Source: an optimization exercise on an open RTL-to-GDS flow (aim: small area, a short achievable clock period and few clock cycles). Production flows keep margins and buffers that such runs may drop. Only simulation tests tie the RTL to the original design; equivalence was not proved. Power figures rest on the tool's default switching activity, not on a simulated workload.

## v1
## bch_encoder
module bch_encoder(rst, clk, msg, bch_dataout, done);
    input rst;
    input clk;
    input [190:0] msg;
    output reg [254:0] bch_dataout;
    output reg done;
    wire x191; bch_xn u191(.a(msg[121]), .b(msg[147]), .y(x191));
    wire x192; bch_xn u192(.a(msg[51]), .b(msg[75]), .y(x192));
    wire x193; bch_xn u193(.a(msg[30]), .b(msg[33]), .y(x193));
    wire x194; bch_xn u194(.a(msg[52]), .b(msg[179]), .y(x194));
    wire x195; bch_xn u195(.a(msg[80]), .b(msg[122]), .y(x195));
    wire x196; bch_xn u196(.a(msg[74]), .b(msg[177]), .y(x196));
    wire x197; bch_xn u197(.a(msg[73]), .b(msg[176]), .y(x197));
    wire x198; bch_xn u198(.a(msg[2]), .b(msg[174]), .y(x198));
    wire x199; bch_xn u199(.a(msg[63]), .b(msg[98]), .y(x199));
    wire x200; bch_xn u200(.a(msg[0]), .b(msg[175]), .y(x200));
    wire x201; bch_xn u201(.a(msg[107]), .b(msg[136]), .y(x201));
    wire x202; bch_xn u202(.a(msg[32]), .b(msg[137]), .y(x202));
    wire x203; bch_xn u203(.a(msg[22]), .b(msg[44]), .y(x203));
    wire x204; bch_xn u204(.a(msg[76]), .b(msg[139]), .y(x204));
    wire x205; bch_xn u205(.a(msg[78]), .b(msg[84]), .y(x205));
  ...
Size in the first run: about 2,600 cells after synthesis, ~450 I/O pins.
clock: 6.0 ns
lec_check: 0
cap_margin: 20
core_margin: 2
core_utilization: 35
setup_slack_margin: 2.75
slew_margin: 20
synth_hierarchical: 1
synth_minimum_keep_size: 0
tns_end_percent: 0
standard.sh (not shown) runs the stock make flow with config.mk's settings and CLKGATE_MAP_FILE= SYNTH_SCRIPT=/design/flow/synth_recipe.tcl, a recipe that flattens the netlist after the stock synthesis.
==> flow/flow/run.sh <==
#!/bin/bash
# Standard ORFS layout (standard synthesis) with one change: every input port
# is buffered with buf_4 and every output port with buf_1 (global_place.tcl's
# one buffer_ports call becomes two, in a copy of ORFS's scripts), instead of
# the resizer's default pick for both.
# make's output goes to make_finish.log here; ORFS's own logs are under orfs/logs.
set -euo pipefail
here=$(pwd)
IBUF=sky130_fd_sc_hd__buf_4
OBUF=sky130_fd_sc_hd__buf_1
rm -rf scripts_bp; cp -r "$FLOW_HOME/scripts" scripts_bp
sed -i 's|^    buffer_ports {\*}\[env_var_or_empty BUFFER_PORTS_ARGS\]|    buffer_ports -inputs -buffer_cell '"$IBUF"'; buffer_ports -outputs -buffer_cell '"$OBUF"'|' scripts_bp/global_place.tcl
grep -q "buffer_ports -inputs" scripts_bp/global_place.tcl
bash standard.sh "SCRIPTS_DIR=$here/scripts_bp" finish > make_finish.log 2>&1
v1: all stages complete, timing, DRC and antenna checks passed
Testbench counts of v1, summed over its fixed seeds: cycles 480.
The inputs of v46 differ from those of v1 as listed below.
Settings: a change of CORE_UTILIZATION from 35 to 30; a deleted TNS_END_PERCENT that had been 0.
Findings:
Of v1 and v46, the run reporting the higher total power was v46.
The top achievable clock speed of v46 was superior to that of v1.
Against v1, number of well-tap cells placed in v46 rose by more than 10%.
v1 vs v46, startpoint of the worst setup timing path: msg[187] vs msg[170]
Diff v1 -> v46 | die extent in y | up by a little under 10%
v46 against v1: worst IR drop on VDD now sits higher; initial antenna violation count now sits at about the same level; count of clock-buffer cells in the layout now sits lower; global-route usage now sits lower; post-route met1 wirelength now sits higher.
The following lists how v45 was set up differently from v46:
Settings: CORE_UTILIZATION now 35, was 30.
==> run notes <==
Between v45 and v46, the global-route usage is lower for v46.
Timing startpoint of the critical path = msg[48]: v45; timing startpoint of the critical path = msg[170]: v46
Fmax: v45 below v46
Comparing v45 and v46, the lower routed length on met3 is on v46.
Of v45 and v46, the run reporting the higher die area was v46.
Diff v46 -> v45: worst path setup slack after routing went down, final clock period utilization by the worst path went up.
Changes in v34 relative to v45:
==> flow/run.sh (new file) <==
#!/bin/bash
# synth_recipe.tcl (not shown) runs the flow's synth.tcl, then flattens the netlist and writes it again
# the make line also repeats each setting of config.mk as NAME=value (left out here)
make -C /OpenROAD-flow-scripts/flow DESIGN_CONFIG=/design/flow/config.mk WORK_HOME=/design/flow/orfs CLKGATE_MAP_FILE= SYNTH_SCRIPT=/design/flow/synth_recipe.tcl finish
removed: flow/flow/run.sh
removed: flow/standard.sh
--- outcome ---
- Via count (v34 vs. v45) increases by more than 10%
- Fraction of layout cells with a size suffix above 1, v34 and v45, higher one = v34.
- Re worst setup slack: v34 and v45 aren't equal, and the higher value belongs to v34.
- Side by side, final hold slack turned out higher in v34 than in v45.
- Of v34 and v45, the run reporting the lower cell-internal power was v45.
- Re total buffers and inverters traversed by the critical path: v34 and v45 aren't equal, and the lower value belongs to v45.
- On largest net degree at the start of global routing: v34 sits below v45.
- Sequential cell area share: v34 vs v45 down 5.2 points
- Portion of the clock cycle consumed by the worst path in the final layout (v34 over v45): decrease, 0.61 points

Another version of the RTL of bch_encoder (not shown whole).
Size: roughly 2600 cells after synthesis, ~260 flip-flops, ~450 I/O pins, ~0.028 mm² of cells after synthesis.
==> flow/config.mk <==
export PLATFORM = sky130hd
export DESIGN_NAME = bch_encoder
export DESIGN_NICKNAME = bch_encoder
export VERILOG_FILES = /design/flow/design.v
export SDC_FILE = /design/flow/constraint.sdc
export NUM_CORES = 4
export LEC_CHECK = 0
export CAP_MARGIN = 40
export CORE_MARGIN = 2
export CORE_UTILIZATION = 35
export SETUP_SLACK_MARGIN = 2.75
export SLEW_MARGIN = 40
export SYNTH_HIERARCHICAL = 1
export SYNTH_MINIMUM_KEEP_SIZE = 0
==> flow/constraint.sdc <==
create_clock -name core_clock -period 6.0 [get_ports {clk}]
set_input_delay 1.2000 -clock core_clock [delete_from_list [all_inputs] [get_ports {clk}]]
set_output_delay 1.2000 -clock core_clock [all_outputs]
set_load 0.01 [all_outputs]
==> flow/flow/run.sh <==
#!/bin/bash
# Standard ORFS layout (standard synthesis) with one change: every input port
# is buffered with buf_4 and every output port with buf_1 (global_place.tcl's
# one buffer_ports call becomes two, in a copy of ORFS's scripts), instead of
# the resizer's default pick for both.
# make's output goes to make_finish.log here; ORFS's own logs are under orfs/logs.
set -euo pipefail
here=$(pwd)
IBUF=sky130_fd_sc_hd__buf_4
OBUF=sky130_fd_sc_hd__buf_1
rm -rf scripts_bp; cp -r "$FLOW_HOME/scripts" scripts_bp
sed -i 's|^    buffer_ports {\*}\[env_var_or_empty BUFFER_PORTS_ARGS\]|    buffer_ports -inputs -buffer_cell '"$IBUF"'; buffer_ports -outputs -buffer_cell '"$OBUF"'|' scripts_bp/global_place.tcl
grep -q "buffer_ports -inputs" scripts_bp/global_place.tcl
bash standard.sh "SCRIPTS_DIR=$here/scripts_bp" finish > make_finish.log 2>&1
Testbench counts at the start, summed over its fixed seeds: cycles 480.
Then changed:
CAP_MARGIN = 0   (was 40)
SLEW_MARGIN = 0   (was 40)
Outcome: Global-route usage came out higher by 0.14 points. Worst setup slack gains 4.6 ps. Cell area shrinks by about 0.6%. Die area stays the same.
Then changed:
CAP_MARGIN = 20   (was 0)
SETUP_SLACK_MARGIN = 3.0   (was 2.75)
SLEW_MARGIN = 20   (was 0)
TNS_END_PERCENT = 0   (was default)
The new run completed with no timing, DRC or antenna violations. Non-clock buffer count increases by 63. First-iteration DRC count drops by roughly a tenth. Flip-flop and latch count stays the same. Die area is unchanged. Power went up by a few percent. Via count went down slightly. Wire length shrinks slightly.
Then changed:
--- a/flow/flow/run.sh
+++ b/flow/flow/run.sh
@@ -4,4 +4,7 @@
 # one buffer_ports call becomes two, in a copy of ORFS's scripts), instead of
 # the resizer's default pick for both.
+# Also: after global-route timing repair, gates off the critical paths are
+# downsized again (ORFS's RECOVER_POWER step, with its repair_timing call
+# patched to keep SETUP_SLACK_MARGIN as its setup margin).
 # make's output goes to make_finish.log here; ORFS's own logs are under orfs/logs.
 set -euo pipefail
@@ -12,3 +15,5 @@
 sed -i 's|^    buffer_ports {\*}\[env_var_or_empty BUFFER_PORTS_ARGS\]|    buffer_ports -inputs -buffer_cell '"$IBUF"'; buffer_ports -outputs -buffer_cell '"$OBUF"'|' scripts_bp/global_place.tcl
 grep -q "buffer_ports -inputs" scripts_bp/global_place.tcl
-bash standard.sh "SCRIPTS_DIR=$here/scripts_bp" finish > make_finish.log 2>&1
+sed -i 's|^  append_env_var additional_args RECOVER_POWER -recover_power 1|  append_env_var additional_args RECOVER_POWER -recover_power 1\n  append_env_var additional_args SETUP_SLACK_MARGIN -setup_margin 1|' scripts_bp/util.tcl
+grep -q "SETUP_SLACK_MARGIN -setup_margin 1" scripts_bp/util.tcl
+bash standard.sh "SCRIPTS_DIR=$here/scripts_bp" RECOVER_POWER=100 finish > make_finish.log 2>&1
TNS_END_PERCENT = default   (was 0)
This time the run reached the layout checks and failed them: capacitance limit, slew limit. Hold slack improved by 36 ps. Synthesized area is unchanged. Die area stays the same. Via count goes up by a few percent. Non-clock buffer count goes up by 39. Power hardly moves. Maximum frequency goes down by a quarter to a third. Core utilization goes up by 1.2 points. Final area goes up by a few percent.
Then changed:
==> flow/flow/run.sh (replaced) <==
#!/bin/bash
# Standard ORFS layout (standard synthesis) with one change: every input port
# is buffered with buf_4 and every output port with buf_1 (global_place.tcl's
# one buffer_ports call becomes two, in a copy of ORFS's scripts), instead of
# the resizer's default pick for both.
# make's output goes to make_finish.log here; ORFS's own logs are under orfs/logs.
set -euo pipefail
here=$(pwd)
IBUF=sky130_fd_sc_hd__buf_4
OBUF=sky130_fd_sc_hd__buf_1
rm -rf scripts_bp; cp -r "$FLOW_HOME/scripts" scripts_bp
sed -i 's|^    buffer_ports {\*}\[env_var_or_empty BUFFER_PORTS_ARGS\]|    buffer_ports -inputs -buffer_cell '"$IBUF"'; buffer_ports -outputs -buffer_cell '"$OBUF"'|' scripts_bp/global_place.tcl
grep -q "buffer_ports -inputs" scripts_bp/global_place.tcl
bash standard.sh "SCRIPTS_DIR=$here/scripts_bp" finish > make_finish.log 2>&1
CORE_UTILIZATION = 38   (was 35)
SETUP_SLACK_MARGIN = 2.75   (was 3.0)
Outcome: The changed run produced a clean layout; hold slack is worse by 37 ps; total power shrinks by a few percent; cell count falls by a few percent.

red:
bch_encoder again, from the RTL that the note above started with.
Design bch_encoder, start of the top module:
module bch_encoder(rst, clk, msg, bch_dataout, done);
    input rst;
    input clk;
    input [190:0] msg;
    output reg [254:0] bch_dataout;
    output reg done;
    wire x191; bch_xn u191(.a(msg[30]), .b(msg[121]), .y(x191));
    wire x192; bch_xn u192(.a(msg[52]), .b(msg[76]), .y(x192));
    wire x193; bch_xn u193(.a(msg[75]), .b(msg[80]), .y(x193));
    wire x194; bch_xn u194(.a(msg[73]), .b(msg[176]), .y(x194));
    wire x195; bch_xn u195(.a(msg[2]), .b(msg[136]), .y(x195));
    wire x196; bch_xn u196(.a(msg[174]), .b(msg[175]), .y(x196));
    wire x197; bch_xn u197(.a(msg[74]), .b(msg[177]), .y(x197));
    wire x198; bch_xn u198(.a(msg[51]), .b(msg[178]), .y(x198));
    wire x199; bch_xn u199(.a(msg[179]), .b(msg[190]), .y(x199));
    wire x200; bch_xn u200(.a(msg[63]), .b(msg[98]), .y(x200));
    wire x201; bch_xn u201(.a(msg[114]), .b(msg[122]), .y(x201));
  ...
clock: 6.0 ns
lec_check: 0
cap_margin: 20
core_margin: 2
core_utilization: 32
setup_slack_margin: 2.75
slew_margin: 20
synth_hierarchical: 1
synth_minimum_keep_size: 0
==> flow/flow/run.sh <==
#!/bin/bash
# Standard ORFS layout (standard synthesis) with one change: every input port
# is buffered with buf_4 and every output port with buf_1 (global_place.tcl's
# one buffer_ports call becomes two, in a copy of ORFS's scripts), instead of
# the resizer's default pick for both.
# make's output goes to make_finish.log here; ORFS's own logs are under orfs/logs.
set -euo pipefail
here=$(pwd)
IBUF=sky130_fd_sc_hd__buf_4
OBUF=sky130_fd_sc_hd__buf_1
rm -rf scripts_bp; cp -r "$FLOW_HOME/scripts" scripts_bp
sed -i 's|^    buffer_ports {\*}\[env_var_or_empty BUFFER_PORTS_ARGS\]|    buffer_ports -inputs -buffer_cell '"$IBUF"'; buffer_ports -outputs -buffer_cell '"$OBUF"'|' scripts_bp/global_place.tcl
grep -q "buffer_ports -inputs" scripts_bp/global_place.tcl
bash standard.sh "SCRIPTS_DIR=$here/scripts_bp" finish > make_finish.log 2>&1
red: PASS, flow complete, no timing, DRC or antenna violations
Testbench counts of red, summed over its fixed seeds: cycles 480.
### red -> blue
--- a/flow/flow/run.sh
+++ b/flow/flow/run.sh
@@ -5,2 +5,5 @@
 # the resizer's default pick for both.
+# Also: after global-route timing repair, gates off the critical paths are
+# downsized again (ORFS's RECOVER_POWER step, with its repair_timing call
+# patched to keep SETUP_SLACK_MARGIN as its setup margin).
 # make's output goes to make_finish.log here; ORFS's own logs are under orfs/logs.
@@ -13,2 +16,4 @@
 grep -q "buffer_ports -inputs" scripts_bp/global_place.tcl
-bash standard.sh "SCRIPTS_DIR=$here/scripts_bp" finish > make_finish.log 2>&1
+sed -i 's|^  append_env_var additional_args RECOVER_POWER -recover_power 1|  append_env_var additional_args RECOVER_POWER -recover_power 1\n  append_env_var additional_args SETUP_SLACK_MARGIN -setup_margin 1|' scripts_bp/util.tcl
+grep -q "SETUP_SLACK_MARGIN -setup_margin 1" scripts_bp/util.tcl
+bash standard.sh "SCRIPTS_DIR=$here/scripts_bp" RECOVER_POWER=100 finish > make_finish.log 2>&1
--- a/flow/config.mk
+++ b/flow/config.mk
@@ -9,3 +9,3 @@
 export CORE_MARGIN = 2
-export CORE_UTILIZATION = 32
+export CORE_UTILIZATION = 35
 export SETUP_SLACK_MARGIN = 2.75
==> run notes <==
Layout checks on blue: not met. Flow itself completed; violations: max-capacitance violations, max-slew violations. blue vs. red: design area -about 5.4%, worst voltage drop across the vdd grid -27%, final wirelength -3.3%. Between blue and red, the clock-buffer cell count is lower for red.
Inputs modified between blue and green:
==> flow/flow/run.sh <==
#!/bin/bash
# Standard ORFS layout (standard synthesis) with one change: every input port
# is buffered with buf_1 and every output port with buf_1 (global_place.tcl's
# one buffer_ports call becomes two, in a copy of ORFS's scripts), instead of
# the resizer's default pick for both.
# make's output goes to make_finish.log here; ORFS's own logs are under orfs/logs.
set -euo pipefail
here=$(pwd)
IBUF=sky130_fd_sc_hd__buf_1
OBUF=sky130_fd_sc_hd__buf_1
rm -rf scripts_bp; cp -r "$FLOW_HOME/scripts" scripts_bp
sed -i 's|^    buffer_ports {\*}\[env_var_or_empty BUFFER_PORTS_ARGS\]|    buffer_ports -inputs -buffer_cell '"$IBUF"'; buffer_ports -outputs -buffer_cell '"$OBUF"'|' scripts_bp/global_place.tcl
grep -q "buffer_ports -inputs" scripts_bp/global_place.tcl
bash standard.sh "SCRIPTS_DIR=$here/scripts_bp" finish > make_finish.log 2>&1
Notes after the runs:
Although blue finished all stages, its layout failed final checks on max-capacitance violations, max-slew violations.
green: flow completed, timing, DRC and antenna clean
Relative to blue, global-route wire length before repair increased by 5100 µm in green.
Between green and blue, share of the core filled with cells is lower for blue, green comes in above that.
On sum of routed wire segments on met1, green and blue are neck and neck.
Higher share of the cycle needed by the critical path after routing was reported by blue, not green.
Compared with blue, green shows routed wire length higher by about 1.3%.
### green -> orange
--- a/flow/flow/run.sh
+++ b/flow/flow/run.sh
@@ -2,3 +2,3 @@
 # Standard ORFS layout (standard synthesis) with one change: every input port
-# is buffered with buf_1 and every output port with buf_1 (global_place.tcl's
+# is buffered with buf_2 and every output port with buf_1 (global_place.tcl's
 # one buffer_ports call becomes two, in a copy of ORFS's scripts), instead of
@@ -8,3 +8,3 @@
 here=$(pwd)
-IBUF=sky130_fd_sc_hd__buf_1
+IBUF=sky130_fd_sc_hd__buf_2
 OBUF=sky130_fd_sc_hd__buf_1
==> run notes <==
Going from green to orange, first-pass GRT wire length shrinks by about 0.7%.
Minimum clock period: lower on orange
orange against green: total power has remained practically unchanged, routed wire length shows a reduction of 1300 µm, detail-routed net length per standard cell +1.2 µm, met1 demand-to-capacity share in global routing increased 0.72 points.
Modified inputs, purple compared to orange
--- a/flow/flow/run.sh
+++ b/flow/flow/run.sh
@@ -2,3 +2,3 @@
 # Standard ORFS layout (standard synthesis) with one change: every input port
-# is buffered with buf_2 and every output port with buf_1 (global_place.tcl's
+# is buffered with buf_4 and every output port with buf_1 (global_place.tcl's
 # one buffer_ports call becomes two, in a copy of ORFS's scripts), instead of
@@ -8,3 +8,3 @@
 here=$(pwd)
-IBUF=sky130_fd_sc_hd__buf_2
+IBUF=sky130_fd_sc_hd__buf_4
 OBUF=sky130_fd_sc_hd__buf_1
==> comparison <==
- The setup slack of purple is smaller than that of orange.
- Taking orange as the reference, in purple met2 demand-to-capacity share in global routing fell by 0.39 points, routed wire length fell by 0.88%, first-pass GRT wire length fell by 1.3%, met2 wirelength from detailed routing fell by 0.55%, non-clock buffer count fell by 66.
- Compare orange and purple | clock-buffer cell count lower: orange
- Number of inserted diodes down 1 in purple wrt orange

[re-timing with driven ports]
The results above use ideal ports. As a check the final layouts listed here were re-extracted and re-timed, cells and wires unchanged. Step 1, drivers: a clkbuf_16 drives clk and a buf_2 each remaining input, both assumed. Step 2 also shifts input and output timing later by t, the mid clock arrival at the registers, as if the neighbouring blocks saw the same clock. Slacks: no drivers / after step 1 / after step 2; pairs: no drivers / after step 1.
run | shift t [ns] | setup slack, ns | worst slew at a driven data input, ns | slew violations
v1 | 0.675 | 2.394 / 2.441 / 1.765 | 0.04 | 0 / 0
v46 | 0.714 | 2.515 / 2.559 / 1.845 | 0.04 | 0 / 0
v45 | 0.675 | 2.466 / 2.508 / 1.834 | 0.04 | 0 / 0
v34 | 0.647 | 2.503 / 2.527 / 1.879 | 0.06 | 0 / 0
the first run of note 2 | 0.716 | 2.472 / 2.508 / 1.793 | 0.05 | 0 / 0
the second run of note 2 | 0.710 | 2.477 / 2.527 / 1.817 | 0.05 | 0 / 0
the third run of note 2 | 0.680 | 2.775 / 2.815 / 2.135 | 0.06 | 0 / 0
the fourth run of note 2 | 0.682 | 1.207 / 1.246 / 0.564 | 0.04 | 440 / 449
the fifth run of note 2 | 0.690 | 2.511 / 2.554 / 1.865 | 0.05 | 0 / 0
red | 0.677 | 2.555 / 2.605 / 1.928 | 0.05 | 0 / 0
blue | 0.693 | 1.135 / 1.155 / 0.462 | 0.04 | 317 / 324
green | 0.681 | 2.509 / 2.547 / 1.866 | 0.06 | 0 / 0
orange | 0.680 | 2.571 / 2.590 / 1.910 | 0.05 | 0 / 0
purple | 0.694 | 2.517 / 2.559 / 1.866 | 0.05 | 0 / 0
The drivers bring new slew violations in the fourth run of note 2 and blue. For the first run of note 2, which loses most, drivers alone change the setup slack by +0.036 ns; drivers and shift together by -0.679 ns.
